Source: an optimization exercise on an open RTL-to-GDS flow (aim: a short achievable clock period and few clock cycles). Production flows keep margins and buffers that such runs may drop.
Where RTL was checked, it was by simulation tests only, not by an equivalence proof against the original.
Function not checked in run 1: the RTL went through the layout flow alone.
The clock port is modelled as an ideal driver; clocking choices that lean on that would not hold on a real chip.
Power figures rest on the tool's default switching activity, not on a simulated workload.

===== flow/config.mk =====
export PLATFORM = sky130hd
export DESIGN_NAME = mips
export DESIGN_NICKNAME = mips
export VERILOG_FILES = /design/flow/design.v
export SDC_FILE = /design/flow/constraint.sdc
export NUM_CORES = 4
export LEC_CHECK = 0
export ABC_CLOCK_PERIOD_IN_PS = 3000
export CAP_MARGIN = 20
export CORE_MARGIN = 2
export CORE_UTILIZATION = 50
export SETUP_SLACK_MARGIN = 4.5
export SLEW_MARGIN = 20

===== flow/constraint.sdc =====
create_clock -name core_clock -period 7.5 [get_ports {clk}]
set_input_delay 1.5000 -clock core_clock [delete_from_list [all_inputs] [get_ports {clk}]]
set_output_delay 1.5000 -clock core_clock [all_outputs]
set_load 0.01 [all_outputs]

===== flow/design.v =====
`timescale 1ns/1ps
module mips #(parameter BLO = 16,    
              parameter BLL = 4)     
            (input         clk, reset,
            output [31:0] pc,
            input  [31:0] instr,
            output        memwrite,
            output [31:0] memaddr,
            output [31:0] memwritedata,
            input  [31:0] memreaddata);
  reg  [31:0] pcF;
  reg  [31:0] rasF;        
  reg  [31:0] rasC;        
  reg  [31:0] instrD;
  reg  [31:0] pc4D;        
  reg  [31:0] rasD;        
  reg         predTD;      
  reg         bmissD;      
  reg  [31:0] rv1D, rv2D;  
  reg  [31:0] aE, bE, wdE;
  reg  [31:0] altE;        
  reg  [4:0]  selE;        
  reg         sltsE;       
  reg         jrE, jalE;
  reg         misEqE, misNeE;   
  reg         regwriteE, memtoregE, memwriteE;
  reg  [4:0]  wrE;
  reg  [31:0] aluoutM, wdM;
  reg         regwriteM, memtoregM, memwriteM;
  reg  [4:0]  wrM;
  reg  [31:0] resW;
  reg         regwriteW;
  reg  [4:0]  wrW;
  reg  [31:1] weW;         
  wire [31:0] aluoutE;
  wire        redirect;    
  wire [31:0] redirpc;
  wire        stall;       
  wire        redirectD;   
  wire [31:0] btrueD;      
  assign pc = pcF;
  wire [5:0] opF = instr[31:26];
  wire isJF   = (opF == 6'b000010);
  wire isJALF = (opF == 6'b000011);
  wire isBEQF = (opF == 6'b000100);
  wire isBNEF = (opF == 6'b000101);
  wire isJRF  = (opF == 6'b000000) && (instr[5:0] == 6'b001000);
  wire rseqF  = (instr[25:21] == instr[20:16]);
  wire predTF = (isBEQF & rseqF) | (isBNEF & ~rseqF);
  wire [29:0] pcinc;
  pfx_add #(30, 5) incf(.a(pcF[31:2]), .b(30'b0), .cin(1'b1), .s(pcinc), .cout());
  wire [31:0] pc4F = {pcinc, pcF[1:0]};
  wire [BLO-1:0] blo;
  wire           bc;
  pfx_add #(BLO, BLL) badd(.a(pcF[BLO+1:2]), .b(instr[BLO-1:0]), .cin(1'b1), .s(blo), .cout(bc));
  wire [31:0] btgtF = {pcF[31:BLO+2], blo, pcF[1:0]};
  localparam BH = (BLO > 15) ? 15 : BLO;
  wire [15-BH:0] bimmh = instr[15:BH];
  wire bmissF = bc ? ~&bimmh : |bimmh;
  wire [31:0] jtgtF = {pc4F[31:28], instr[25:0], 2'b00};
  wire [31:0] npcF = (isJF | isJALF) ? jtgtF :
                     isJRF           ? rasF  : pc4F;
  always @(posedge clk) begin
    if (reset)          pcF <= 32'b0;
    else if (redirect)  pcF <= redirpc;
    else if (stall)     pcF <= pcF;
    else if (redirectD) pcF <= btrueD;
    else if (predTF)    pcF <= btgtF;
    else                pcF <= npcF;
  end
  always @(posedge clk) begin
    if (reset) begin
      rasF <= 32'b0;
      rasC <= 32'b0;
    end else begin
      if (redirect)    rasF <= rasC;
      else if (isJALF) rasF <= pc4F;
      if (jalE)        rasC <= bE;
    end
  end
  wire [5:0] fnF    = instr[5:0];
  wire isRF         = (opF == 6'b000000);
  wire rAddF        = isRF & ((fnF == 6'b100000) | (fnF == 6'b100001));
  wire rSubF        = isRF & ((fnF == 6'b100010) | (fnF == 6'b100011));
  wire rAndF        = isRF & (fnF == 6'b100100);
  wire rOrF         = isRF & (fnF == 6'b100101);
  wire rSltF        = isRF & (fnF == 6'b101010);
  wire rSltuF       = isRF & (fnF == 6'b101011);
  wire rAluF        = rAddF | rSubF | rAndF | rOrF | rSltF | rSltuF;
  wire isAddiF      = (opF == 6'b001000) | (opF == 6'b001001);
  wire isSltiF      = (opF == 6'b001010);
  wire isSltiuF     = (opF == 6'b001011);
  wire isOriF       = (opF == 6'b001101);
  wire isLuiF       = (opF == 6'b001111);
  wire isLwF        = (opF == 6'b100011);
  wire isSwF        = (opF == 6'b101011);
  wire isBrF        = isBEQF | isBNEF;
  wire iAluF        = isAddiF | isSltiF | isSltiuF | isOriF | isLuiF | isLwF;
  wire [4:0] wrF    = rAluF ? instr[15:11] : isJALF ? 5'd31 : instr[20:16];
  wire sltF         = rSltF | rSltuF | isSltiF | isSltiuF;
  wire [31:0] rfF1, rfF2;
  regfile rf(.clk(clk), .we(weW), .ra1(instr[25:21]), .ra2(instr[20:16]),
             .wd(resW), .rd1(rfF1), .rd2(rfF2));
  wire [31:0] rvF1 = (regwriteW && (wrW == instr[25:21])) ? resW : rfF1;
  wire [31:0] rvF2 = (regwriteW && (wrW == instr[20:16])) ? resW : rfF2;
  reg        regwriteD, isLwD, isSwD, isBrD, isBneD, isJRD, isJalD, isLuiD;
  reg        usesAD, usesBrD, usesRtD, immZD, sltsD;
  reg  [4:0] wrD;
  reg  [4:0] selD;         
  always @(posedge clk) begin
    if (reset || redirect || (redirectD && !stall)) begin
      bmissD    <= 1'b0;
      regwriteD <= 1'b0;
      isLwD     <= 1'b0;
      isSwD     <= 1'b0;
      isBrD     <= 1'b0;
      isJRD     <= 1'b0;
      isJalD    <= 1'b0;
      usesAD    <= 1'b0;
      usesBrD   <= 1'b0;
      usesRtD   <= 1'b0;
    end else if (!stall) begin
      bmissD    <= predTF & bmissF;
      regwriteD <= (rAluF & (instr[15:11] != 5'b0)) | (iAluF & (instr[20:16] != 5'b0)) | isJALF;
      isLwD     <= isLwF;
      isSwD     <= isSwF;
      isBrD     <= isBrF;
      isJRD     <= isJRF;
      isJalD    <= isJALF;
      usesAD    <= rAluF | isAddiF | isSltiF | isSltiuF | isOriF | isLwF | isSwF | isBrF | isJRF;
      usesBrD   <= rAluF | isBrF;
      usesRtD   <= rAluF | isBrF | isSwF;
    end
    if (!stall) begin
      rv1D <= rvF1;
      rv2D <= rvF2;
    end else begin
      if (regwriteW && (wrW == instrD[25:21])) rv1D <= resW;
      if (regwriteW && (wrW == instrD[20:16])) rv2D <= resW;
    end
    if (!stall) begin
      instrD <= instr;
      predTD <= predTF;
      pc4D   <= pc4F;
      rasD   <= rasF;
      wrD    <= wrF;
      isBneD <= isBNEF;
      isLuiD <= isLuiF;
      immZD  <= isOriF;
      sltsD  <= rSltF | isSltiF;
      selD   <= {sltF, rOrF | isOriF, rAndF, rSubF, ~(sltF | rOrF | isOriF | rAndF | rSubF)};
    end
  end
  wire [4:0]  rs = instrD[25:21];
  wire [4:0]  rt = instrD[20:16];
  wire [15:0] imm = instrD[15:0];
  wire [31:0] rf1 = rv1D;
  wire [31:0] rf2 = rv2D;
  wire [31:0] resM = memtoregM ? memreaddata : aluoutM;
  wire fMs = regwriteM && (wrM == rs);
  wire fWs = regwriteW && (wrW == rs);
  wire fMt = regwriteM && (wrM == rt);
  wire fWt = regwriteW && (wrW == rt);
  wire [31:0] fwdsv = fMs ? resM : fWs ? resW : 32'b0;
  wire [31:0] fwdtv = fMt ? resM : fWt ? resW : 32'b0;
  wire        rfs   = ~fMs & ~fWs;
  wire        rft   = ~fMt & ~fWt;
  wire fEs = regwriteE && (wrE == rs);
  wire fEt = regwriteE && (wrE == rt);
  assign stall = memtoregE && ((usesAD && fEs) || (usesRtD && fEt));
  wire [31:0] sextD = {{16{imm[15]}}, imm};
  wire [29:0] btrue;
  pfx_add #(30, 5) bdadd(.a(pc4D[31:2]), .b(sextD[29:0]), .cin(1'b0), .s(btrue), .cout());
  assign btrueD    = {btrue, pc4D[1:0]};
  assign redirectD = bmissD;
  wire [31:0] bImm = isJRD  ? rasD :
                     isLuiD ? {imm, 16'b0} :
                     isJalD ? pc4D :
                     immZD  ? {16'b0, imm} : sextD;
  wire        aZero = isLuiD | isJalD;
  wire        aRF   = ~aZero & rfs;              
  wire        bRF   = usesBrD & rft;             
  wire [31:0] aOth  = aZero ? 32'b0 : fwdsv;
  wire [31:0] bOth  = usesBrD ? fwdtv : bImm;
  wire [31:0] rtv   = rft ? rf2 : fwdtv;
  always @(posedge clk) begin
    if (reset || redirect || stall) begin
      regwriteE <= 1'b0;
      memtoregE <= 1'b0;
      memwriteE <= 1'b0;
      jrE       <= 1'b0;
      jalE      <= 1'b0;
    end else begin
      regwriteE <= regwriteD;
      memtoregE <= isLwD;
      memwriteE <= isSwD;
      jrE       <= isJRD;
      jalE      <= isJalD;
    end
    aE     <= (usesAD & fEs)  ? aluoutE : aRF ? rf1 : aOth;
    bE     <= (usesBrD & fEt) ? aluoutE : bRF ? rf2 : bOth;
    wdE    <= (isSwD & fEt)   ? aluoutE : rtv;
    altE   <= predTD ? pc4D : btrueD;
    selE   <= selD;
    sltsE  <= sltsD;
    misEqE <= ~(reset | redirect | stall) & isBrD & (predTD == isBneD);
    misNeE <= ~(reset | redirect | stall) & ((isBrD & (predTD != isBneD)) | isJRD);
    wrE    <= wrD;
  end
  wire [31:0] srca = aE;
  wire [31:0] srcb = bE;
  wire [31:0] sum, dif;
  wire        coutd;
  pfx_add #(32, 5) adda(.a(srca), .b(srcb),  .cin(1'b0), .s(sum), .cout());
  pfx_add #(32, 5) adds(.a(srca), .b(~srcb), .cin(1'b1), .s(dif), .cout(coutd));
  wire lt = sltsE ? ((srca[31] ^ srcb[31]) ? srca[31] : dif[31]) : ~coutd;
  assign aluoutE = ({32{selE[0]}} & sum) |
                   ({32{selE[1]}} & dif) |
                   ({32{selE[2]}} & (srca & srcb)) |
                   ({32{selE[3]}} & (srca | srcb)) |
                   {31'b0, selE[4] & lt};
  wire eq = (srca == srcb);
  assign redirect = eq ? misEqE : misNeE;
  assign redirpc  = jrE ? srca : altE;
  always @(posedge clk) begin
    if (reset) begin
      regwriteM <= 1'b0;
      memtoregM <= 1'b0;
      memwriteM <= 1'b0;
    end else begin
      regwriteM <= regwriteE;
      memtoregM <= memtoregE;
      memwriteM <= memwriteE;
    end
    aluoutM <= aluoutE;
    wdM     <= wdE;
    wrM     <= wrE;
  end
  assign memwrite     = memwriteM;
  assign memaddr      = aluoutM;
  assign memwritedata = wdM;
  always @(posedge clk) begin
    if (reset) begin
      regwriteW <= 1'b0;
      weW       <= 31'b0;
    end else begin
      regwriteW <= regwriteM;
      weW       <= regwriteM ? (32'b1 << wrM) >> 1 : 31'b0;
    end
    resW <= resM;
    wrW  <= wrM;
  end
endmodule
`timescale 1ns/1ps
module pfx_add #(parameter W = 32, parameter L = 5)    
                (input  [W-1:0] a, b,
                 input          cin,
                 output [W-1:0] s,
                 output         cout);
  wire [W-1:0] p0 = a ^ b;
  wire [W-1:0] g0 = a & b;
  wire [W-1:0] gl [0:L];
  wire [W-1:0] pl [0:L];
  assign gl[0] = {g0[W-1:1], g0[0] | (p0[0] & cin)};
  assign pl[0] = p0;
  genvar k, i;
  generate
    for (k = 0; k < L; k = k + 1) begin : lvl
      for (i = 0; i < W; i = i + 1) begin : bitk
        if (i >= (1 << k)) begin : comb
          assign gl[k+1][i] = gl[k][i] | (pl[k][i] & gl[k][i - (1 << k)]);
          assign pl[k+1][i] = pl[k][i] & pl[k][i - (1 << k)];
        end else begin : pass
          assign gl[k+1][i] = gl[k][i];
          assign pl[k+1][i] = pl[k][i];
        end
      end
    end
  endgenerate
  wire [W:0] c = {gl[L], cin};
  assign s = p0 ^ c[W-1:0];
  assign cout = c[W];
endmodule
module regfile(input         clk,
               input  [31:1] we,
               input  [4:0]  ra1, ra2,
               input  [31:0] wd,
               output [31:0] rd1, rd2);
  wire [32*32-1:0] q;
  assign q[31:0] = 32'b0;
  genvar k;
  generate
    for (k = 1; k < 32; k = k + 1) begin : r
      reg [31:0] d;
      always @(posedge clk)
        if (we[k]) d <= wd;
      assign q[32*k +: 32] = d;
    end
  endgenerate
  rfmux m1(.q(q), .a(ra1), .y(rd1));
  rfmux m2(.q(q), .a(ra2), .y(rd2));
endmodule
module rfmux(input  [32*32-1:0] q,
             input  [4:0]       a,
             output [31:0]      y);
  wire [16*32-1:0] l1;
  wire [8*32-1:0]  l2;
  wire [4*32-1:0]  l3;
  wire [2*32-1:0]  l4;
  genvar i;
  generate
    for (i = 0; i < 16; i = i + 1) begin : m1
      assign l1[32*i +: 32] = a[0] ? q[64*i+32 +: 32] : q[64*i +: 32];
    end
    for (i = 0; i < 8; i = i + 1) begin : m2
      assign l2[32*i +: 32] = a[1] ? l1[64*i+32 +: 32] : l1[64*i +: 32];
    end
    for (i = 0; i < 4; i = i + 1) begin : m3
      assign l3[32*i +: 32] = a[2] ? l2[64*i+32 +: 32] : l2[64*i +: 32];
    end
    for (i = 0; i < 2; i = i + 1) begin : m4
      assign l4[32*i +: 32] = a[3] ? l3[64*i+32 +: 32] : l3[64*i +: 32];
    end
  endgenerate
  assign y = a[4] ? l4[63:32] : l4[31:0];
endmodule

===== flow/flow/run.sh =====
#!/bin/bash
# Layout flow: the standard ORFS flow (standard.sh) with these changes:
#  - synthesis leaves adders to abc (ADDER_MAP_FILE empty) instead of
#    mapping them to the library's full/half adder cells, which cut the
#    carry paths into pieces abc times on their own, and abc maps with
#    flow/abc.script (one choice-computing pass and a delay-oriented
#    mapping, instead of five restructuring rounds); everything else in
#    synthesis (and so every register) is as standard.sh makes it,
#  - the port buffers are plain sky130_fd_sc_hd__buf_4 cells (buffer_ports
#    otherwise picks a clkdlybuf4s50 delay cell, about 0.5 ns slow), and
#  - the delay cells are added to the don't-use list, so timing repair does
#    not size buffers into them.
# Each step's full output goes to a log file of its own here.
set -euo pipefail

# the platform's own don't-use list
PLAT_CFG="$FLOW_HOME/platforms/$FLOW_PLATFORM/config.mk"
DU=$(awk '/^export DONT_USE_CELLS \+= *\\/{on=1; next} on{ line=$0; cont=sub(/\\[ \t]*$/, "", line); printf "%s ", line; if (!cont) on=0 }' "$PLAT_CFG" | xargs)
DLY="sky130_fd_sc_hd__clkdlybuf4s15_1 sky130_fd_sc_hd__clkdlybuf4s15_2 sky130_fd_sc_hd__clkdlybuf4s18_1 sky130_fd_sc_hd__clkdlybuf4s18_2 sky130_fd_sc_hd__clkdlybuf4s25_1 sky130_fd_sc_hd__clkdlybuf4s25_2 sky130_fd_sc_hd__clkdlybuf4s50_1 sky130_fd_sc_hd__clkdlybuf4s50_2 sky130_fd_sc_hd__dlygate4sd1_1 sky130_fd_sc_hd__dlygate4sd2_1 sky130_fd_sc_hd__dlygate4sd3_1 sky130_fd_sc_hd__dlymetal6s2s_1 sky130_fd_sc_hd__dlymetal6s4s_1 sky130_fd_sc_hd__dlymetal6s6s_1"
echo "platform don't-use: $DU" > flow_dont_use.log
echo "added: $DLY" >> flow_dont_use.log

# synthesis as the standard flow makes it (synth_recipe.tcl), but with no
# adder cells and with abc's script replaced by flow/abc.script
ABC_SCRIPT="$PWD/flow/abc.script"
{
  head -n 1 synth_recipe.tcl
  echo "proc abc {args} { set i [lsearch -exact \$args -script]; if {\$i >= 0} { lset args [expr {\$i + 1}] {$ABC_SCRIPT} }; yosys abc {*}\$args }"
  tail -n +2 synth_recipe.tcl
} > flow_synth.tcl
bash standard.sh "ADDER_MAP_FILE=" "SYNTH_SCRIPT=$PWD/flow_synth.tcl" synth > flow_synth.log 2>&1

# the rest of the layout
bash standard.sh "DONT_USE_CELLS=$DU $DLY" \
  "BUFFER_PORTS_ARGS=-buffer_cell sky130_fd_sc_hd__buf_4" finish > flow_layout.log 2>&1

===== flow/flow/abc.script =====
&get -n
&st
&dch
&nf
&put
buffer -c
topo
stime -c
upsize -c
dnsize -c

===== flow/standard.sh =====
#!/bin/bash
# synth_recipe.tcl (not shown) runs the flow's synth.tcl, then flattens the netlist and writes it again
# the make line also repeats each setting of config.mk as NAME=value (left out here)
make -C /OpenROAD-flow-scripts/flow DESIGN_CONFIG=/design/flow/config.mk WORK_HOME=/design/flow/orfs CLKGATE_MAP_FILE= SYNTH_SCRIPT=/design/flow/synth_recipe.tcl "${@:-finish}"

==> impl_metrics.ini, run 1 <==
[placed_design]
dp_cells = 7925
numPortBuffers = 162
hpwl_um = 186000
place_congestion = 0.994

[cells_and_area]
fill_cells = 12100
nets = 6376
largest_register_ffs = 992
largest-register = rf.r.d
drive_above_1_share_pct = 24.3
final_cells = 8470
syn_to_final_growth_pct = 17.2

[pwr]
total_power_mw = 22.7
p_leak_nw = 29.8
vdd_ir_drop_max_mv = 0.192
p_per_area_mw_per_mm2 = 256

[sta]
final_max_slew_viol_count = 0
rsz0062_at_grt = true
post-route-period-util_pct = 40.8
tns_ns = 0
max_freq_ghz = 0.327
skew_ns = 0.0446
hold_viol = 0
timing.hold.ws_ns = 0.325
worst_slew_pin_slew_ns = 1.28
max_slew_margin_pct = 14.8
setup_violations = 0
min_period_ns = 3.06

[logic_synthesis]
synth_ff_type = edfxtp_1
ys_warn_count = 5
synth-edff-count = 1161
ys_ff_latch = 1554
netlist_area_mm2 = 0.0755
synthCells = 6102
synth_nets = 6168
ys_types = 99
async_reset_ff_share_pct = 0
syn_avg_cell_area_um2 = 12.4
ys_seq_area_share_pct = 56.6

[floorplan]
die_w_um = 393
die_h_um = 393
start_util_pct = 50.4
coreArea_mm2 = 0.150
io_pins = 163
std_cell_rows = 142
die_area_mm2 = 0.154

[global_route]
grt_overflow = 0
antenna_found_initial = 16
grt.total_usage_pct = 38.5
grt_pass1_wl_um = 415000
grt_max_degree = 93
grt_pass1_vias = 55000

[critical_path]
critPathKind = reg2reg
critPathArrivalTime_ns = 3.73
start_kind = flip-flop
crit_path_max_fanout = 8
crit_required_ns = 8.18
end_kind = flip-flop

[detailed_routing]
drt_pass1_iterations = 9
wirelength_um = 302000
vias = 58000
wl_per_cell_um = 35.6
first_iter_violations = 8165
avgViaCountPerCell = 6.85
route.detailed.drc = 0
drtAntennaViolNets = 0

[min_path]
hp-class = reg2reg

[clock_network]
clk_latency_ns = 0.83
cts_root_buf = clkbuf_16
htree_levels = 4
cts_buffer_depth = 3
cts_tree = done
clkTransAtPathRegs_ns = 0.06
hold_buffers = 0
cts_buffers = 166
cts.sinks = 1554

[job]
max_cap_viol_count = 0

[outcome]
status = finished clean
==> metal layers <==
layer | track usage, % | wire (µm) | up-vias
met1 | 48.6 | 107000 | 29000
met5 | 0 | 81 | -
met2 | 58.3 | 134000 | 4102
met3 | 9.60 | 35200 | 982
met4 | 27.4 | 25800 | 12
li1 | - | - | 24000
==> critical path, cell delays in order (launching register included) <==
cell      delay (ns)
edfxtp_1        0.49
buf_8           0.21
xnor2_4         0.18
or4_4           0.56
or3_4           0.37
nor3_4          0.20
o211ai_1        0.22
a21o_1          0.28
a31oi_1         0.20
a211o_1         0.14
a21oi_1         0.05
==> report_power, final <==
| part | total [mW] | switching (mW) | internal, mW |
|---|---|---|---|
| clock network | 8.20 | 3.55 | 4.64 |
| logic | 3.52 | 2.27 | 1.25 |
| registers | 11.0 | 0.823 | 10.1 |
==> layout by cell type (no fill, tap or decap), types with 85 or more instances in the layout <==
master     instances
inv_1            131
a22oi_1           89
buf_1            120
buf_4            188
edfxtp_1        1161
buf_2             98
mux4_2           427
dfxtp_2           85
dfxtp_1          257
a21oi_1          447
a221oi_1          91
clkbuf_16        177
xnor2_1           97
nor2b_1           87
nor2_1           328
nand3_1          108
nand2_1          549
o21ai_0          527
==> synthesized netlist by cell type, drive strengths merged (13+ instances only) <==
cell    number  area, µm²
and2        13       81.3
or2         14       87.6
clkbuf     339       1270
a21oi      466       2340
o41ai       14        130
inv        132        495
xnor2      155       1440
a22oi       97        728
nand3      114        571
o21ai      570       2860
edfxtp    1161      34900
mux4       427       9620
and3        19        119
a21o        33        248
a311oi      15        131
a221o       20        200
xor2       101        930
nand4       34        213
buf        159        803
nor2b       91        569
a221oi      98        865
nand2      560       2110
a211o       13        114
dfxtp      393       7870
o22ai       20        125
nor4        61        437
a31oi       82        519
nor2       341       1280
a21boi      17        131
a22o        34        298
nor3        57        290
o21a        20        150
nand2b      79        502
mux2        33        372
a211oi      32        263
o211ai      70        526
mux2i       71        711
==> logic make-up (layout without fill, tap and decap cells) <==
logic type / after synthesis / after routing / share of synthesized area (%)
xor gates and xnor gates: 256 / 256 / 3.14
DFF: 1554 / 1554 / 56.6
AOI/OAI and AO/OA: 1695 / 1700 / 13.9
other: 0 / 11 / 0
and+or+nand+nor: 1435 / 1442 / 8.85
buffers and inverters: 631 / 960 / 3.41
muxes: 531 / 531 / 14.2
==> worst paths after layout <==
check | startpoint | endpoint | slack (ns) | depth (start not counted)
worst min register to register | wdE[18] | wdM[18] | 0.32 | 0
worst min-delay path | wdE[18] | wdM[18] | 0.32 | 0
worst max register to register | instrD[15] | pcF[27] | 4.44 | 10
worst max-delay path | instrD[15] | pcF[27] | 4.44 | 10
==> through the flow <==
step                      cell area (µm²)  util [%]  worst slack, ns
after detailed placement            78300      52.2             2.09
after floorplan                     76200         -             3.99
after global placement              78200      52.2             2.26
final                               88500      59.0             4.44
after global routing                88500      59.0             4.37
after CTS                           87000      58.0             4.34
==> cell type report <==
class,instances,area (µm²),share of cell area (%)
inverter,133,510,0.577
clock buffer,224,4610,5.21
sequential,1554,43000,48.6
clock inverter,77,777,0.878
tap,2016,2520,2.85
multi-input combinational,3929,32700,36.9
timing repair buffer,526,4400,4.97
antenna,11,27.5,0.0311
==> timing repair <==
| item | CTS | global route |
|---|---|---|
| pin swaps | 41 | 40 |
| cloned | 29 | 7 |
| setup endpoints to repair | 475 | 230 |
| setup buffers | 94 | 102 |
| gates resized for setup | 447 | 187 |
==> inputs of run 2 (changes only) <==
--- a/flow/design.v
+++ b/flow/design.v
@@ -1,6 +1,7 @@
 `timescale 1ns/1ps
 module mips #(parameter BLO = 16,    
-              parameter BLL = 4)     
+              parameter BLL = 4,     
+              parameter BHL = 4)     
             (input         clk, reset,
             output [31:0] pc,
             input  [31:0] instr,
@@ -16,7 +17,10 @@
   reg  [31:0] rasD;        
   reg         predTD;      
   reg         bmissD;      
+  reg  [31:0] btgtD;       
+  reg         bcD;         
   reg  [31:0] rv1D, rv2D;  
+  reg         fEsD, fEtD, fMsD, fMtD, fWsD, fWtD;
   reg  [31:0] aE, bE, wdE;
   reg  [31:0] altE;        
   reg  [4:0]  selE;        
@@ -132,6 +136,21 @@
       usesRtD   <= rAluF | isBrF | isSwF;
     end
     if (!stall) begin
+      fEsD <= regwriteD && (wrD == instr[25:21]);
+      fEtD <= regwriteD && (wrD == instr[20:16]);
+      fMsD <= regwriteE && (wrE == instr[25:21]);
+      fMtD <= regwriteE && (wrE == instr[20:16]);
+      fWsD <= regwriteM && (wrM == instr[25:21]);
+      fWtD <= regwriteM && (wrM == instr[20:16]);
+    end else begin
+      fEsD <= 1'b0;
+      fEtD <= 1'b0;
+      fMsD <= regwriteE && (wrE == instrD[25:21]);
+      fMtD <= regwriteE && (wrE == instrD[20:16]);
+      fWsD <= regwriteM && (wrM == instrD[25:21]);
+      fWtD <= regwriteM && (wrM == instrD[20:16]);
+    end
+    if (!stall) begin
       rv1D <= rvF1;
       rv2D <= rvF2;
     end else begin
@@ -144,6 +163,8 @@
       pc4D   <= pc4F;
       rasD   <= rasF;
       wrD    <= wrF;
+      btgtD  <= btgtF;
+      bcD    <= bc;
       isBneD <= isBNEF;
       isLuiD <= isLuiF;
       immZD  <= isOriF;
@@ -157,21 +178,22 @@
   wire [31:0] rf1 = rv1D;
   wire [31:0] rf2 = rv2D;
   wire [31:0] resM = memtoregM ? memreaddata : aluoutM;
-  wire fMs = regwriteM && (wrM == rs);
-  wire fWs = regwriteW && (wrW == rs);
-  wire fMt = regwriteM && (wrM == rt);
-  wire fWt = regwriteW && (wrW == rt);
+  wire fMs = fMsD;
+  wire fWs = fWsD;
+  wire fMt = fMtD;
+  wire fWt = fWtD;
   wire [31:0] fwdsv = fMs ? resM : fWs ? resW : 32'b0;
   wire [31:0] fwdtv = fMt ? resM : fWt ? resW : 32'b0;
   wire        rfs   = ~fMs & ~fWs;
   wire        rft   = ~fMt & ~fWt;
-  wire fEs = regwriteE && (wrE == rs);
-  wire fEt = regwriteE && (wrE == rt);
+  wire fEs = fEsD;
+  wire fEt = fEtD;
   assign stall = memtoregE && ((usesAD && fEs) || (usesRtD && fEt));
   wire [31:0] sextD = {{16{imm[15]}}, imm};
-  wire [29:0] btrue;
-  pfx_add #(30, 5) bdadd(.a(pc4D[31:2]), .b(sextD[29:0]), .cin(1'b0), .s(btrue), .cout());
-  assign btrueD    = {btrue, pc4D[1:0]};
+  wire [29-BLO:0] bhi;
+  pfx_add #(30 - BLO, BHL) bdadd(.a(btgtD[31:BLO+2]), .b(sextD[29:BLO]), .cin(bcD),
+                                 .s(bhi), .cout());
+  assign btrueD    = {bhi, btgtD[BLO+1:0]};
   assign redirectD = bmissD;
   wire [31:0] bImm = isJRD  ? rasD :
                      isLuiD ? {imm, 16'b0} :
==> impl_metrics.ini, run 2 <==
[placed_design]
dp_cells = 7673
numPortBuffers = 162
place_congestion = 1.03
pre_cts_slack_ns = 2.67
placed_cell_area_mm2 = 0.0784
hpwl_um = 184000

[critical_path]
path_cells = xor2_1 -> nor3_2 -> o211ai_1 -> buf_4 -> a21o_1 -> a211o_1 -> and3_1 -> o311ai_1 -> a21oi_2 -> mux2i_2
critPathKind = reg2reg
start_kind = flip-flop
end_kind = flip-flop
crit_buf_inv = 1
critPathArrivalTime_ns = 3.70
cpLargestDelayFamily = compound AO/OA/AOI/OAI gates
crit_required_ns = 8.16
slowest_delay_ns = 0.47
crit_path_max_fanout = 7
cp_slowest_cell = dfxtp_2

[clock_network]
clk_latency_ns = 0.81
cts_buffer_depth = 3
cts_buffers = 167
cts_tree = done
htree_levels = 4
clkTransAtPathRegs_ns = 0.06
hold_buffers = 0
cts.sinks = 1591
cts_root_buf = clkbuf_16

[cells_and_area]
syn_to_final_growth_pct = 16.3
largest_register_ffs = 992
multi_input_area_mm2 = 0.0311
post-route-cell-area_mm2 = 0.0875
final_cells = 8132
nets = 6039
largest-register = rf.r.d
mostFrequentLayoutCell = edfxtp_1
fin_util_pct = 58.5
fill_cells = 11900
layout_common_cells = 1192 x edfxtp_1, 449 x nand2_1, 432 x mux4_2
regArea_mm2 = 0.0441
drive_above_1_share_pct = 24.9

[logic_synthesis]
ys_types = 88
yosysTopAreaCellShare_pct = 47.6
ys_ff_latch = 1591
synth_commonest_cells = 1192 x edfxtp_1, 463 x nand2_1, 445 x a21oi_1, 432 x mux4_2, 430 x o21ai_0
synth_xor_area_share_pct = 2.78
synthAdderAreaFrac_pct = 0.0399
synth_most_common_cell = edfxtp_1
synth_top_family_by_area = multiplexers
synth_ff_type = edfxtp_1
synthCells = 5826
synth_area_leaders = edfxtp_1 48%, mux4_2 13%, dfxtp_1 11%
synth-compound-area-share_pct = 13.2
synth_area_leader_cell = edfxtp_1
syn_avg_cell_area_um2 = 12.9
synthMuxAreaShare_pct = 14.6
ys_warn_count = 6
ys_seq_area_share_pct = 58.2
synth-edff-count = 1192
synth_nets = 5892
async_reset_ff_share_pct = 0
synth_simple_gate_area_share_pct = 8.01
netlist_area_mm2 = 0.0752

[pwr]
p_per_area_mw_per_mm2 = 262
p_leak_nw = 29.2
vdd_ir_drop_max_mv = 0.259

[sta]
post-route-period-util_pct = 40.6
tns_ns = 0
worst_slew_pin_slew_ns = 1.28
hold_viol = 0
skew_ns = 0.0300
max_freq_ghz = 0.328
rsz0062_at_grt = true
min_period_ns = 3.05
final.setup.worst_slack_ns = 4.45
setup_violations = 0
final_max_slew_viol_count = 0
max_slew_margin_pct = 14.8

[global_route]
grt.total_usage_pct = 38.1
grt_pass1_wl_um = 407000
grt_pass1_vias = 52600
antenna_found_initial = 10
grt_max_degree = 90
grt_overflow = 0

[outcome]
status = finished clean

[floorplan]
die_h_um = 392
std_cell_rows = 142
io_pins = 163
start_util_pct = 50.3
die_w_um = 392
coreArea_mm2 = 0.150
die_area_mm2 = 0.154

[min_path]
hp-class = reg2reg

[detailed_routing]
avgViaCountPerCell = 6.89
wirelength_um = 298000
route.detailed.drc = 0
wl_per_cell_um = 36.6
vias = 56100
first_iter_violations = 7737
drt_pass1_iterations = 7
drtAntennaViolNets = 0

[job]
max_cap_viol_count = 0
-- run 2: changes by cell type after synthesis, moves of 15 or more --
cell,before,now
nand2_1,556,463
nor4_1,55,37
buf_1,46,69
a21oi_1,464,445
o211ai_1,70,89
edfxtp_1,1161,1192
nand3_1,114,99
inv_1,132,117
o21ai_0,560,430
clkbuf_1,338,313
a221oi_1,97,127
-- run 2: final timing paths --
path          start      end  slack [ns]  depth (start not counted)
max           aE[1]  wdE[17]        4.45                         10
max reg2reg   aE[1]  wdE[17]        4.45                         10
min reg2reg  wdE[4]   wdM[4]        0.33                          0
min          wdE[4]   wdM[4]        0.33                          0
-- run 2: cells by family after synthesis --
logic type               Yosys count
flip-flops                      1591
AO/OA/AOI/OAI                   1568
AND/OR/NAND/NOR                 1286
buffers and inverters            598
multiplexers                     550
XOR/XNOR                         230
adder cells (fa/ha/maj)            3
-- run 2: cell type report --
cell class / count / share of cell area, %
clock buffers: 234 / 5.38
clock inverters: 71 / 0.699
repair buffers: 447 / 4.56
multi-input cells: 3647 / 35.6
flip-flops and latches: 1591 / 50.4
well taps: 2016 / 2.88
diodes: 7 / 0.0200
inverters: 119 / 0.534
-- run 2: power breakdown --
part	switching [mW]	internal [mW]	total, mW	leakage (nW)
combinational	2.25	1.23	3.48	12.1
clock	3.54	4.65	8.19	2.59
sequential	0.825	10.4	11.2	14.5
total	6.62	16.3	22.9	29.2
-- run 2: metal layers --
metal	GRT usage (%)	up-vias	part of all wire, %
met1	47.6	28500	35
met3	8.27	876	10
met5	0	-	0.018
li1	-	23000	-
met4	25.3	6	8.0
met2	59.8	3727	46
-- run 2: through the flow --
step / hold slack [ns] / power [mW]
2_1_floorplan: 0.310 / 12.8
3_5_place_dp: 0.314 / 14.4
4_1_cts: 0.324 / 22.7
6_report: 0.327 / 22.9
3_3_place_gp: 0.310 / 14.3
5_1_grt: 0.331 / 23.5
-- run 2: timing repair --
action,4_1_cts,5_1_grt
setup buffers,69,46
endpoints found under the setup margin,403,204
pin swaps,37,37
gates cloned,21,10
resized for setup,391,161
Testbench counts of run 2, summed over its fixed seeds: cycles 19,042.
==> inputs of run 3 (changes only) <==
--- a/flow/design.v
+++ b/flow/design.v
@@ -41,6 +41,7 @@
   wire [31:0] redirpc;
   wire        stall;       
   wire        redirectD;   
+  wire [31:0] pcD_fix;     
   wire [31:0] btrueD;      
   assign pc = pcF;
   wire [5:0] opF = instr[31:26];
@@ -68,7 +69,7 @@
     if (reset)          pcF <= 32'b0;
     else if (redirect)  pcF <= redirpc;
     else if (stall)     pcF <= pcF;
-    else if (redirectD) pcF <= btrueD;
+    else if (redirectD) pcF <= pcD_fix;
     else if (predTF)    pcF <= btgtF;
     else                pcF <= npcF;
   end
@@ -194,7 +195,6 @@
   pfx_add #(30 - BLO, BHL) bdadd(.a(btgtD[31:BLO+2]), .b(sextD[29:BLO]), .cin(bcD),
                                  .s(bhi), .cout());
   assign btrueD    = {bhi, btgtD[BLO+1:0]};
-  assign redirectD = bmissD;
   wire [31:0] bImm = isJRD  ? rasD :
                      isLuiD ? {imm, 16'b0} :
                      isJalD ? pc4D :
@@ -205,6 +205,18 @@
   wire [31:0] aOth  = aZero ? 32'b0 : fwdsv;
   wire [31:0] bOth  = usesBrD ? fwdtv : bImm;
   wire [31:0] rtv   = rft ? rf2 : fwdtv;
+  wire [31:0] rsvD  = rfs ? rf1 : fwdsv;
+  wire        zsum  = ~((aE[0] ^ bE[0]) |
+                        |((aE[31:1] ^ bE[31:1]) ^ (aE[30:0] | bE[30:0])));
+  wire        addE  = regwriteE & selE[0] & ~memtoregE;
+  wire        ldM   = memtoregM & (fMs | fMt);
+  wire        fromD = ~fEs & ~fEt;
+  wire        fromE = addE & ((fEs & (rt == 5'b0)) | (fEt & (rs == 5'b0)));
+  wire        resD  = isBrD & ~stall & ~ldM & (fromD | fromE);
+  wire        eqD   = fromD ? (rsvD == rtv) : zsum;
+  wire        takD  = isBneD ? ~eqD : eqD;
+  assign redirectD = (resD & (takD != predTD)) | bmissD;
+  assign pcD_fix   = (resD & ~takD) ? pc4D : btrueD;
   always @(posedge clk) begin
     if (reset || redirect || stall) begin
       regwriteE <= 1'b0;
@@ -225,8 +237,8 @@
     altE   <= predTD ? pc4D : btrueD;
     selE   <= selD;
     sltsE  <= sltsD;
-    misEqE <= ~(reset | redirect | stall) & isBrD & (predTD == isBneD);
-    misNeE <= ~(reset | redirect | stall) & ((isBrD & (predTD != isBneD)) | isJRD);
+    misEqE <= ~(reset | redirect | stall | resD) & isBrD & (predTD == isBneD);
+    misNeE <= ~(reset | redirect | stall) & ((isBrD & ~resD & (predTD != isBneD)) | isJRD);
     wrE    <= wrD;
   end
   wire [31:0] srca = aE;
==> impl_metrics.ini, run 3 <==
[critical_path]
cp_slowest_cell = a222oi_1
cpLargestDelayFamily = compound AO/OA/AOI/OAI gates
critPathArrivalTime_ns = 4.77
start_kind = primary input
r2r_cells = 16
path_cells = buf_4 -> mux2_4 -> a222oi_1 -> xnor2_1 -> nand4_1 -> nor4_4 -> buf_6 -> and3_4 -> or3_4 -> a31oi_4 -> buf_12 -> buf_12 -> a31oi_4 -> buf_6 -> o211ai_1 -> a21oi_1
end_kind = flip-flop
crit_buf_inv = 5
critPathKind = in2reg
crit_cells = 16
slowest_delay_ns = 0.51
crit_path_max_fanout = 8
crit_required_ns = 8.24

[logic_synthesis]
ys_seq_area_share_pct = 57.5
ys_warn_count = 6
synth_area_leader_cell = edfxtp_1
synthCells = 6047
syn_avg_cell_area_um2 = 12.6
synth_nets = 6113
ys_ff_latch = 1591
synth_commonest_cells = 1192 x edfxtp_1, 521 x nand2_1, 494 x a21oi_1, 425 x o21ai_0, 399 x dfxtp_1
netlist_area_mm2 = 0.0761
synth-edff-count = 1192
synth_ff_type = edfxtp_1
synth_most_common_cell = edfxtp_1
yosysTopAreaCellShare_pct = 47.0
async_reset_ff_share_pct = 0
synth_area_leaders = edfxtp_1 47%, mux4_2 12%, dfxtp_1 10%
ys_types = 79

[floorplan]
start_util_pct = 50.2
die_w_um = 394
die_area_mm2 = 0.155
io_pins = 163
die_h_um = 394
std_cell_rows = 143
coreArea_mm2 = 0.152

[sta]
rsz0062_at_grt = true
skew_ns = 0.0548
min_period_ns = 4.04
worst_slew_pin_slew_ns = 1.26
tns_ns = 0
hold_viol = 0
post-route-period-util_pct = 53.8
timing.hold.ws_ns = 0.324
max_slew_margin_pct = 16.1
final_max_slew_viol_count = 0
setup_violations = 0
max_freq_ghz = 0.248

[pwr]
p_per_area_mw_per_mm2 = 256
total_power_mw = 23.8
p_leak_nw = 31.4
vdd_ir_drop_max_mv = 0.241

[global_route]
grt_max_degree = 71
grt_overflow = 0
antenna_found_initial = 13
grt.total_usage_pct = 39.0
grt_pass1_wl_um = 428000
grt_pass1_vias = 56600

[clock_network]
cts_root_buf = clkbuf_16
clkTransAtPathRegs_ns = 0.06
cts.sinks = 1591
cts_tree = done
cts_buffers = 168
cts_buffer_depth = 3
htree_levels = 4
clk_latency_ns = 0.83

[cells_and_area]
fill_cells = 11900
post-route-cell-area_mm2 = 0.0928
final_cells = 8653
layout_common_cells = 1192 x edfxtp_1, 502 x nand2_1, 452 x a21oi_1
nets = 6551
mostFrequentLayoutCell = edfxtp_1
syn_to_final_growth_pct = 21.9
largest_register_ffs = 992
drive_above_1_share_pct = 28.7
largest-register = rf.r.d

[min_path]
hp-class = reg2reg
hold_depth = 0

[job]
max_cap_viol_count = 0

[placed_design]
place_congestion = 0.988
numPortBuffers = 162
placed_cell_area_mm2 = 0.0794
dp_cells = 7886
hpwl_um = 186000

[detailed_routing]
wirelength_um = 313000
route.met3.wl_um = 34300
drtAntennaViolNets = 0
avgViaCountPerCell = 6.94
vias = 60000
routed.top_layer = met5
wl_per_cell_um = 36.2
first_iter_violations = 8678
route.detailed.drc = 0
wl_met1_um = 110000
dr_wl_met2_um = 140000
drt_pass1_iterations = 10

[outcome]
status = finished clean
==> run 3: changes by cell type after synthesis, sizes merged, moves of 25 or more <==
cell / previous run / this run
a22o: 48 / 15
a222oi: 2 / 27
xnor2: 141 / 194
a21oi: 449 / 495
a221o: 23 / 51
clkbuf: 313 / 382
o211ai: 89 / 63
buf: 166 / 127
mux4: 432 / 398
nor3b: 1 / 45
nand2: 465 / 521
==> run 3: where the power goes <==
| group | internal (mW) | switching, mW | leakage (nW) |
|---|---|---|---|
| logic | 1.53 | 2.55 | 14.2 |
| registers | 10.4 | 0.832 | 14.6 |
| clock network | 4.82 | 3.60 | 2.69 |
| total | 16.8 | 6.98 | 31.4 |
==> run 3: path summary, 6_finish.rpt <==
check                   from       to  slack (ns)
max          memreaddata[15]  pcF[18]        3.46
min                  wdE[21]  wdM[21]        0.32
max reg2reg        memtoregM  pcF[18]        3.52
min reg2reg          wdE[21]  wdM[21]        0.32
==> run 3: what timing repair did <==
item,in CTS,in global routing
hold buffers,0,0
buffers inserted,212,192
endpoints found under the setup margin,404,204
pin swaps,131,137
cloned,43,11
gates resized for setup,695,389
==> run 3: final cells by class <==
class | count | area [µm²] | area share (%)
diodes | 3 | 7.51 | 0.00809
well taps | 2030 | 2540 | 2.74
inverters | 119 | 475 | 0.512
flip-flops and latches | 1591 | 44100 | 47.6
repair buffers | 760 | 6570 | 7.09
clock buffers | 226 | 4650 | 5.01
clock inverters | 79 | 866 | 0.933
multi-input cells | 3845 | 33500 | 36.1
==> run 3: cell families after synthesis <==
group                    synth area share, %
AO/OA/AOI/OAI                           13.6
XOR/XNOR                                3.45
adder cells (fa/ha/maj)               0.0395
buffers and inverters                   3.24
flip-flops                              57.5
multiplexers                            13.8
AND/OR/NAND/NOR                         8.29
==> run 3: through the flow <==
step	util, %	setup WS [ns]
finish	61.2	3.46
global route	61.2	3.41
CTS	59.4	3.62
detailed placement	52.4	1.48
global placement	52.3	1.60
floorplan	-	3.45
==> run 3: routing by layer <==
layer  global-route usage [%]  up-vias
li1                         -    24400
met1                     49.6    30000
met2                     59.7     4446
met3                     8.25     1182
met4                     27.2       12
met5                        0        -
==> run 3: worst register-to-register path, stage by stage (launching register included) <==
cell	delay (ns)
dfxtp_4	0.40
buf_6	0.27
mux2_4	0.40
a221oi_1	0.52
xnor2_1	0.18
nand4_1	0.23
nor4_4	0.27
buf_6	0.19
and3_4	0.22
or3_4	0.16
a31oi_4	0.10
buf_12	0.18
buf_12	0.15
a31oi_4	0.20
buf_6	0.17
o211ai_1	0.10
a21oi_1	0.18
Testbench counts of run 3, summed over its fixed seeds: cycles 18,685.
==> inputs of run 4 (changes only) <==
--- a/flow/design.v
+++ b/flow/design.v
@@ -19,6 +19,7 @@
   reg         bmissD;      
   reg  [31:0] btgtD;       
   reg         bcD;         
+  reg         rsZD, rtZD;  
   reg  [31:0] rv1D, rv2D;  
   reg         fEsD, fEtD, fMsD, fMtD, fWsD, fWtD;
   reg  [31:0] aE, bE, wdE;
@@ -165,6 +166,8 @@
       rasD   <= rasF;
       wrD    <= wrF;
       btgtD  <= btgtF;
+      rsZD   <= (instr[25:21] == 5'b0);
+      rtZD   <= (instr[20:16] == 5'b0);
       bcD    <= bc;
       isBneD <= isBNEF;
       isLuiD <= isLuiF;
@@ -205,15 +208,14 @@
   wire [31:0] aOth  = aZero ? 32'b0 : fwdsv;
   wire [31:0] bOth  = usesBrD ? fwdtv : bImm;
   wire [31:0] rtv   = rft ? rf2 : fwdtv;
-  wire [31:0] rsvD  = rfs ? rf1 : fwdsv;
   wire        zsum  = ~((aE[0] ^ bE[0]) |
                         |((aE[31:1] ^ bE[31:1]) ^ (aE[30:0] | bE[30:0])));
   wire        addE  = regwriteE & selE[0] & ~memtoregE;
   wire        ldM   = memtoregM & (fMs | fMt);
-  wire        fromD = ~fEs & ~fEt;
-  wire        fromE = addE & ((fEs & (rt == 5'b0)) | (fEt & (rs == 5'b0)));
+  wire        fromD = ~fEs & ~fEt & rfs & rft;
+  wire        fromE = addE & ((fEs & rtZD) | (fEt & rsZD));
   wire        resD  = isBrD & ~stall & ~ldM & (fromD | fromE);
-  wire        eqD   = fromD ? (rsvD == rtv) : zsum;
+  wire        eqD   = fromD ? (rf1 == rf2) : zsum;
   wire        takD  = isBneD ? ~eqD : eqD;
   assign redirectD = (resD & (takD != predTD)) | bmissD;
   assign pcD_fix   = (resD & ~takD) ? pc4D : btrueD;
--- a/flow/flow/run.sh
+++ b/flow/flow/run.sh
@@ -9,7 +9,10 @@
 #  - the port buffers are plain sky130_fd_sc_hd__buf_4 cells (buffer_ports
 #    otherwise picks a clkdlybuf4s50 delay cell, about 0.5 ns slow), and
 #  - the delay cells are added to the don't-use list, so timing repair does
-#    not size buffers into them.
+#    not size buffers into them, and
+#  - after clock tree synthesis, flow/post_cts.tcl gives the registers that
+#    drive output ports a stronger flip-flop and the port buffers a
+#    stronger buffer (ORFS's POST_CTS_TCL hook).
 # Each step's full output goes to a log file of its own here.
 set -euo pipefail
 
@@ -31,5 +34,5 @@
 bash standard.sh "ADDER_MAP_FILE=" "SYNTH_SCRIPT=$PWD/flow_synth.tcl" synth > flow_synth.log 2>&1
 
 # the rest of the layout
-bash standard.sh "DONT_USE_CELLS=$DU $DLY" \
+POST_CTS_TCL="$PWD/flow/post_cts.tcl" bash standard.sh "DONT_USE_CELLS=$DU $DLY" \
   "BUFFER_PORTS_ARGS=-buffer_cell sky130_fd_sc_hd__buf_4" finish > flow_layout.log 2>&1
==> flow/flow/post_cts.tcl (new file) <==
# After clock tree synthesis: give the registers that drive output ports
# the strongest flip-flop of their kind and the port buffers a stronger
# buffer, then legalize the placement again. Timing repair leaves these
# paths alone while others are worse.
set block [ord::get_db_block]
set nbuf 0
set nff 0
foreach bterm [$block getBTerms] {
  if { [$bterm getIoType] != "OUTPUT" } { continue }
  set net [$bterm getNet]
  if { $net == "NULL" } { continue }
  set buf ""
  foreach it [$net getITerms] {
    if { [$it isOutputSignal] } { set buf [$it getInst] }
  }
  if { $buf == "" } { continue }
  if { [string match "sky130_fd_sc_hd__buf_*" [[$buf getMaster] getName]] } {
    replace_cell [$buf getName] sky130_fd_sc_hd__buf_8
    incr nbuf
  }
  set in ""
  foreach it [$buf getITerms] {
    if { [$it isInputSignal] } { set in [$it getNet] }
  }
  if { $in == "" || $in == "NULL" } { continue }
  foreach it [$in getITerms] {
    if { ![$it isOutputSignal] } { continue }
    set ff [$it getInst]
    set m [[$ff getMaster] getName]
    if { [regexp {^sky130_fd_sc_hd__dfxtp_[0-9]+$} $m] } {
      replace_cell [$ff getName] sky130_fd_sc_hd__dfxtp_4
      incr nff
    }
  }
}
puts "post_cts: $nbuf port buffers, $nff flip-flops upsized"
detailed_placement
check_placement -verbose
==> impl_metrics.ini, run 4 <==
[floorplan]
die_h_um = 393
coreArea_mm2 = 0.150
io_pins = 163
die_w_um = 393
std_cell_rows = 142
die_area_mm2 = 0.154
start_util_pct = 50.4

[detailed_routing]
drtAntennaViolNets = 0
avgViaCountPerCell = 6.97
wirelength_um = 323000
wl_per_cell_um = 36.8
first_iter_violations = 9211
vias = 61100
drt_pass1_iterations = 12
route.detailed.drc = 0

[logic_synthesis]
synth_area_leaders = edfxtp_1 47%, dfxtp_1 11%, mux4_2 8.0%
syn_avg_cell_area_um2 = 11.9
ys_ff_latch = 1593
netlist_area_mm2 = 0.0756
ys_types = 90
synth_most_common_cell = edfxtp_1
async_reset_ff_share_pct = 0
synth_ff_type = edfxtp_1
ys_seq_area_share_pct = 58.0
synth_area_leader_cell = edfxtp_1
synth_commonest_cells = 1194 x edfxtp_1, 689 x a21oi_1, 560 x o21ai_0, 544 x nand2_1, 422 x clkbuf_1
ys_warn_count = 6
synth_nets = 6426
yosysTopAreaCellShare_pct = 47.4
synth-edff-count = 1194
synthCells = 6360

[cells_and_area]
mostFrequentLayoutCell = edfxtp_1
layout_common_cells = 1194 x edfxtp_1, 647 x a21oi_1, 530 x nand2_1
final_cells = 8769
post-route-cell-area_mm2 = 0.0910
drive_above_1_share_pct = 24.8
syn_to_final_growth_pct = 20.3
nets = 6672
regArea_mm2 = 0.0445
largest-register = rf.r.d
fill_cells = 12100
multi_input_area_mm2 = 0.0319
largest_register_ffs = 992

[global_route]
antenna_found_initial = 9
grt_pass1_vias = 57900
grt.total_usage_pct = 40.7
grt_overflow = 0
grt_max_degree = 80
grt_pass1_wl_um = 440000

[outcome]
status = finished clean

[sta]
max_slew_margin_pct = 13.0
final_max_slew_viol_count = 0
timing.hold.ws_ns = 0.324
post-route-period-util_pct = 46.2
setup_violations = 0
hold_viol = 0
max_freq_ghz = 0.289
rsz0062_at_grt = true
skew_ns = 0.0487
min_period_ns = 3.46
tns_ns = 0
final.setup.worst_slack_ns = 4.04
worst_slew_pin_slew_ns = 1.30

[placed_design]
pre_cts_slack_ns = 2.51
placed_cell_area_mm2 = 0.0791
numPortBuffers = 162
hpwl_um = 198000
place_congestion = 1.02
dp_cells = 8184

[critical_path]
crit_cells = 14
crit_buf_inv = 4
crit_path_max_fanout = 5
end_kind = flip-flop
crit_required_ns = 8.23
slowest_delay_ns = 0.57
critPathKind = reg2reg
path_common_cell = buf_6
path_cells = buf_1 -> nor2_1 -> a22oi_2 -> o211ai_1 -> or4_4 -> nor4_4 -> buf_6 -> buf_8 -> nor3_4 -> o31ai_4 -> buf_6 -> a211oi_2 -> or4_1 -> a21oi_1
cp_slowest_cell = or4_4
r2r_cells = 14
cpLargestDelayFamily = simple AND/OR/NAND/NOR gates
critPathArrivalTime_ns = 4.19
start_kind = flip-flop

[clock_network]
cts.sinks = 1593
cts_tree = done
clk_latency_ns = 0.82
clkTransAtPathRegs_ns = 0.06

[pwr]
p_comb_share_pct = 16.5
internal_power_mw = 16.7
p_sw_mw = 7.03
p_per_area_mw_per_mm2 = 261
pwr-share-clk_pct = 35.8
switching_share_pct = 29.6
seq_power_share_pct = 47.7
p_leak_nw = 30.4
vdd_ir_drop_max_mv = 0.223

[min_path]
hp-class = reg2reg
hold_depth = 0

[job]
max_cap_viol_count = 0
==> run 4: path summary, 6_finish.rpt <==
| check | end | startpoint | slack [ns] |
|---|---|---|---|
| min | wdM[11] | wdE[11] | 0.32 |
| max | pcF[10] | bE[9] | 4.04 |
| max reg2reg | pcF[10] | bE[9] | 4.04 |
| min reg2reg | wdM[11] | wdE[11] | 0.32 |
==> run 4: kinds of logic after synthesis <==
logic type      count (synthesis)  synth area share, %
buf+inv                       677                 3.47
xor+xnor                      259                 3.06
flops                        1593                 58.0
mux                           426                 10.2
fa+ha+maj                       1               0.0132
simple gates                 1305                 7.86
compound gates               2099                 17.4
==> run 4: area by class of cell <==
class	count	share of cell area [%]
Tap cell	2016	2.77
Timing Repair Buffer	598	6.51
Antenna cell	3	0.00825
Timing Repair inverter	1	0.00825
Inverter	138	0.592
Clock inverter	95	0.898
Multi-Input combinational cell	4103	35.1
Sequential cell	1593	48.9
Clock buffer	222	5.25
==> run 4: power groups by stage <==
stage / sequential [mW] / combinational (mW) / clock (mW)
2_1_floorplan: 11.1 / 1.73 / 0
3_3_place_gp: 11.4 / 3.18 / 0
3_5_place_dp: 11.4 / 3.19 / 0
5_1_grt: 11.3 / 4.08 / 8.87
6_report: 11.3 / 3.92 / 8.48
==> run 4: stage by stage <==
| stage | power (mW) | util [%] |
|---|---|---|
| floorplan | 12.9 | - |
| global placement | 14.5 | 52.7 |
| detailed placement | 14.6 | 52.8 |
| global route | 24.3 | 60.7 |
| finish | 23.7 | 60.7 |
==> run 4: layer usage <==
metal / global-route usage, % / up-vias / wire length, µm
li1: - / 25200 / -
met1: 50.4 / 30400 / 112000
met3: 8.40 / 1175 / 34600
met2: 63.4 / 4350 / 146000
met5: 0 / - / 39
met4: 30.0 / 6 / 29800
Testbench counts of run 4, summed over its fixed seeds: cycles 18,690.
==> inputs of run 5 (changes only) <==
--- a/flow/design.v
+++ b/flow/design.v
@@ -19,7 +19,6 @@
   reg         bmissD;      
   reg  [31:0] btgtD;       
   reg         bcD;         
-  reg         rsZD, rtZD;  
   reg  [31:0] rv1D, rv2D;  
   reg         fEsD, fEtD, fMsD, fMtD, fWsD, fWtD;
   reg  [31:0] aE, bE, wdE;
@@ -42,7 +41,6 @@
   wire [31:0] redirpc;
   wire        stall;       
   wire        redirectD;   
-  wire [31:0] pcD_fix;     
   wire [31:0] btrueD;      
   assign pc = pcF;
   wire [5:0] opF = instr[31:26];
@@ -70,7 +68,7 @@
     if (reset)          pcF <= 32'b0;
     else if (redirect)  pcF <= redirpc;
     else if (stall)     pcF <= pcF;
-    else if (redirectD) pcF <= pcD_fix;
+    else if (redirectD) pcF <= btrueD;
     else if (predTF)    pcF <= btgtF;
     else                pcF <= npcF;
   end
@@ -166,8 +164,6 @@
       rasD   <= rasF;
       wrD    <= wrF;
       btgtD  <= btgtF;
-      rsZD   <= (instr[25:21] == 5'b0);
-      rtZD   <= (instr[20:16] == 5'b0);
       bcD    <= bc;
       isBneD <= isBNEF;
       isLuiD <= isLuiF;
@@ -198,6 +194,7 @@
   pfx_add #(30 - BLO, BHL) bdadd(.a(btgtD[31:BLO+2]), .b(sextD[29:BLO]), .cin(bcD),
                                  .s(bhi), .cout());
   assign btrueD    = {bhi, btgtD[BLO+1:0]};
+  assign redirectD = bmissD;
   wire [31:0] bImm = isJRD  ? rasD :
                      isLuiD ? {imm, 16'b0} :
                      isJalD ? pc4D :
@@ -208,17 +205,6 @@
   wire [31:0] aOth  = aZero ? 32'b0 : fwdsv;
   wire [31:0] bOth  = usesBrD ? fwdtv : bImm;
   wire [31:0] rtv   = rft ? rf2 : fwdtv;
-  wire        zsum  = ~((aE[0] ^ bE[0]) |
-                        |((aE[31:1] ^ bE[31:1]) ^ (aE[30:0] | bE[30:0])));
-  wire        addE  = regwriteE & selE[0] & ~memtoregE;
-  wire        ldM   = memtoregM & (fMs | fMt);
-  wire        fromD = ~fEs & ~fEt & rfs & rft;
-  wire        fromE = addE & ((fEs & rtZD) | (fEt & rsZD));
-  wire        resD  = isBrD & ~stall & ~ldM & (fromD | fromE);
-  wire        eqD   = fromD ? (rf1 == rf2) : zsum;
-  wire        takD  = isBneD ? ~eqD : eqD;
-  assign redirectD = (resD & (takD != predTD)) | bmissD;
-  assign pcD_fix   = (resD & ~takD) ? pc4D : btrueD;
   always @(posedge clk) begin
     if (reset || redirect || stall) begin
       regwriteE <= 1'b0;
@@ -239,8 +225,8 @@
     altE   <= predTD ? pc4D : btrueD;
     selE   <= selD;
     sltsE  <= sltsD;
-    misEqE <= ~(reset | redirect | stall | resD) & isBrD & (predTD == isBneD);
-    misNeE <= ~(reset | redirect | stall) & ((isBrD & ~resD & (predTD != isBneD)) | isJRD);
+    misEqE <= ~(reset | redirect | stall) & isBrD & (predTD == isBneD);
+    misNeE <= ~(reset | redirect | stall) & ((isBrD & (predTD != isBneD)) | isJRD);
     wrE    <= wrD;
   end
   wire [31:0] srca = aE;
==> impl_metrics.ini, run 5 <==
[cells_and_area]
regArea_mm2 = 0.0444
largest_register_ffs = 992
multi_input_area_mm2 = 0.0311
layout_common_cells = 1192 x edfxtp_1, 452 x nand2_1, 432 x mux4_2
fin_util_pct = 59.1
drive_above_1_share_pct = 25.8
largest-register = rf.r.d
final_cells = 8116
fill_cells = 11800
post-route-cell-area_mm2 = 0.0883
nets = 6024
syn_to_final_growth_pct = 17.4
mostFrequentLayoutCell = edfxtp_1

[min_path]
hp-class = reg2reg
hold_depth = 0
hp-start = wdE[21]
min_to = wdM[21]

[placed_design]
place_congestion = 1.03
pre_cts_slack_ns = 2.67
dp_cells = 7673
numPortBuffers = 162
placed_cell_area_mm2 = 0.0784
hpwl_um = 184000

[critical_path]
path_cells = buf_2 -> mux2_2 -> a22o_1 -> a221oi_1 -> a21oi_2
cpLargestDelayFamily = compound AO/OA/AOI/OAI gates
slowest_delay_ns = 0.75
end_kind = flip-flop
critPathKind = reg2reg
crit_required_ns = 8.10
timing.rr.end = aE[16]
cp_slowest_cell = dfxtp_2
r2r-start = memtoregM
crit_path_max_fanout = 18
critPathArrivalTime_ns = 3.65
crit_buf_inv = 1
start_kind = flip-flop
r2r_cells = 5
r2r_setup_slack_ns = 4.45

[detailed_routing]
first_iter_violations = 7631
wirelength_um = 297000
avgViaCountPerCell = 6.88
vias = 55800
drt_pass1_iterations = 6
route.detailed.drc = 0
drtAntennaViolNets = 0
wl_per_cell_um = 36.6

[floorplan]
die_area_mm2 = 0.154
std_cell_rows = 142
die_w_um = 392
start_util_pct = 50.3
io_pins = 163
coreArea_mm2 = 0.150
die_h_um = 392

[pwr]
vdd_ir_drop_max_mv = 0.258
total_power_mw = 23.1
p_per_area_mw_per_mm2 = 261
p_leak_nw = 29.4

[clock_network]
clkTransAtPathRegs_ns = 0.06
cts.sinks = 1591
cts_tree = done
clk_latency_ns = 0.81

[global_route]
grt.total_usage_pct = 38.1
grt_pass1_vias = 52800
antenna_found_initial = 14
grt_overflow = 0
grt_pass1_wl_um = 407000
grt_max_degree = 90

[logic_synthesis]
ys_types = 88
syn_avg_cell_area_um2 = 12.9
yosysTopAreaCellShare_pct = 47.6
synth-edff-count = 1192
synth_ff_type = edfxtp_1
synth_nets = 5892
ys_seq_area_share_pct = 58.2
ys_ff_latch = 1591
synth_area_leaders = edfxtp_1 48%, mux4_2 13%, dfxtp_1 11%
ys_warn_count = 6
netlist_area_mm2 = 0.0752
synthCells = 5826
async_reset_ff_share_pct = 0
synth_area_leader_cell = edfxtp_1
synth_most_common_cell = edfxtp_1
synth_commonest_cells = 1192 x edfxtp_1, 463 x nand2_1, 445 x a21oi_1, 432 x mux4_2, 430 x o21ai_0

[sta]
worst_slew_pin_slew_ns = 1.26
max_freq_ghz = 0.328
skew_ns = 0.0344
setup_violations = 0
post-route-period-util_pct = 40.7
min_period_ns = 3.05
final.setup.worst_slack_ns = 4.45
hold_viol = 0
rsz0062_at_grt = true
final_max_slew_viol_count = 0
timing.hold.ws_ns = 0.324
max_slew_margin_pct = 16.2
tns_ns = 0

[outcome]
status = finished clean

[job]
max_cap_viol_count = 0
run 5: cell types whose count changed after synthesis, sizes merged, moves of 37 or more:
cell,previous run,this run
mux4,270,432
nand2b,36,73
buf,115,166
a221oi,214,127
o21ai,563,437
clkbuf,424,313
nand2,544,465
a21oi,689,449
run 5: worst max-delay path by stage:
stage	start	slack, ns	cells past startpoint	endpoint
floorplan	instr[22]	4.13	8	rv1D[11]
finish	memtoregM	4.45	5	aE[16]
detailed placement	instr[16]	2.67	7	rv2D[17]
global placement	instr[18]	2.70	9	rv2D[2]
global route	usesAD	4.41	9	pcF[6]
run 5: final cells by class:
class	instances	share of cell area (%)
clock buffer	234	5.32
antenna	6	0.0170
timing repair buffer	432	5.23
clock inverter	71	0.693
tap	2016	2.86
multi-input combinational	3647	35.2
inverter	119	0.518
sequential	1591	50.2
run 5: logic make-up (layout without fill, tap and decap cells):
group	count (synthesis)	after routing	share of synthesized area, %
buffers and inverters	598	856	3.20
xor gates and xnor gates	230	230	2.78
AOI/OAI and AO/OA	1568	1568	13.2
adders and majority gates	3	3	0.0399
muxes	550	554	14.6
DFF	1591	1591	58.2
and+or+nand+nor	1286	1292	8.01
other	0	6	0
run 5: metal layers:
layer / GRT usage (%) / routed length, µm / vias to the layer above
li1: - / - / 22900
met1: 47.5 / 106000 / 28400
met2: 59.8 / 137000 / 3615
met3: 8.24 / 30600 / 881
met4: 25.5 / 24300 / 10
met5: 0 / 64 / -
run 5: report_power, final:
group	switching [mW]	total, mW	leakage (nW)	internal [mW]
combinational	2.24	3.59	12.2	1.35
sequential	0.857	11.3	14.6	10.5
clock	3.52	8.17	2.59	4.65
total	6.63	23.1	29.4	16.4
run 5: worst register-to-register path: stages (launching register included):
cell and delay, ns:
dfxtp_2 0.75, buf_2 0.47, mux2_2 0.50, a22o_1 0.27
a221oi_1 0.70, a21oi_2 0.16
Testbench counts of run 5, summed over its fixed seeds: cycles 19,042.

## afterwards: timing with drivers on the ports
No port has a modelled driver above. Below, the same layouts with a new extraction and two added sets of constraints.
Step 1, drivers: a clkbuf_16 drives clk and a buf_2 each remaining input, both assumed.
Step 2 times the ports against the registers' clock, not the clock port: input delays grow and output delays shrink by t, the midpoint of the rising clock arrivals with the driver on.
Three values: ideal, step 1, step 2; two values: the first two.
| run | t (ns) | setup slack, ns | worst hold slack (ns) | worst setup path at the end | slew at the worst register clock pin (ns) |
|---|---|---|---|---|---|
| run 1 | 0.893 | 4.441 / 4.213 / 3.320 | 0.325 / 0.325 / 0.325 | input to register | 0.07 / 0.07 |
| run 2 | 0.877 | 4.451 / 4.399 / 3.522 | 0.327 / 0.327 / 0.327 | input to register | 0.07 / 0.07 |
| run 3 | 0.896 | 3.465 / 3.522 / 2.637 | 0.324 / 0.324 / 0.324 | input to register | 0.07 / 0.07 |
| run 4 | 0.875 | 4.038 / 4.024 / 3.149 | 0.324 / 0.324 / 0.324 | input to register | 0.07 / 0.07 |
| run 5 | 0.874 | 4.448 / 4.348 / 3.474 | 0.324 / 0.324 / 0.324 | input to register | 0.07 / 0.07 |
After both steps every run listed still meets setup and hold. For run 1, which loses most, drivers alone change the setup slack by -0.228 ns; drivers and shift together by -1.121 ns.
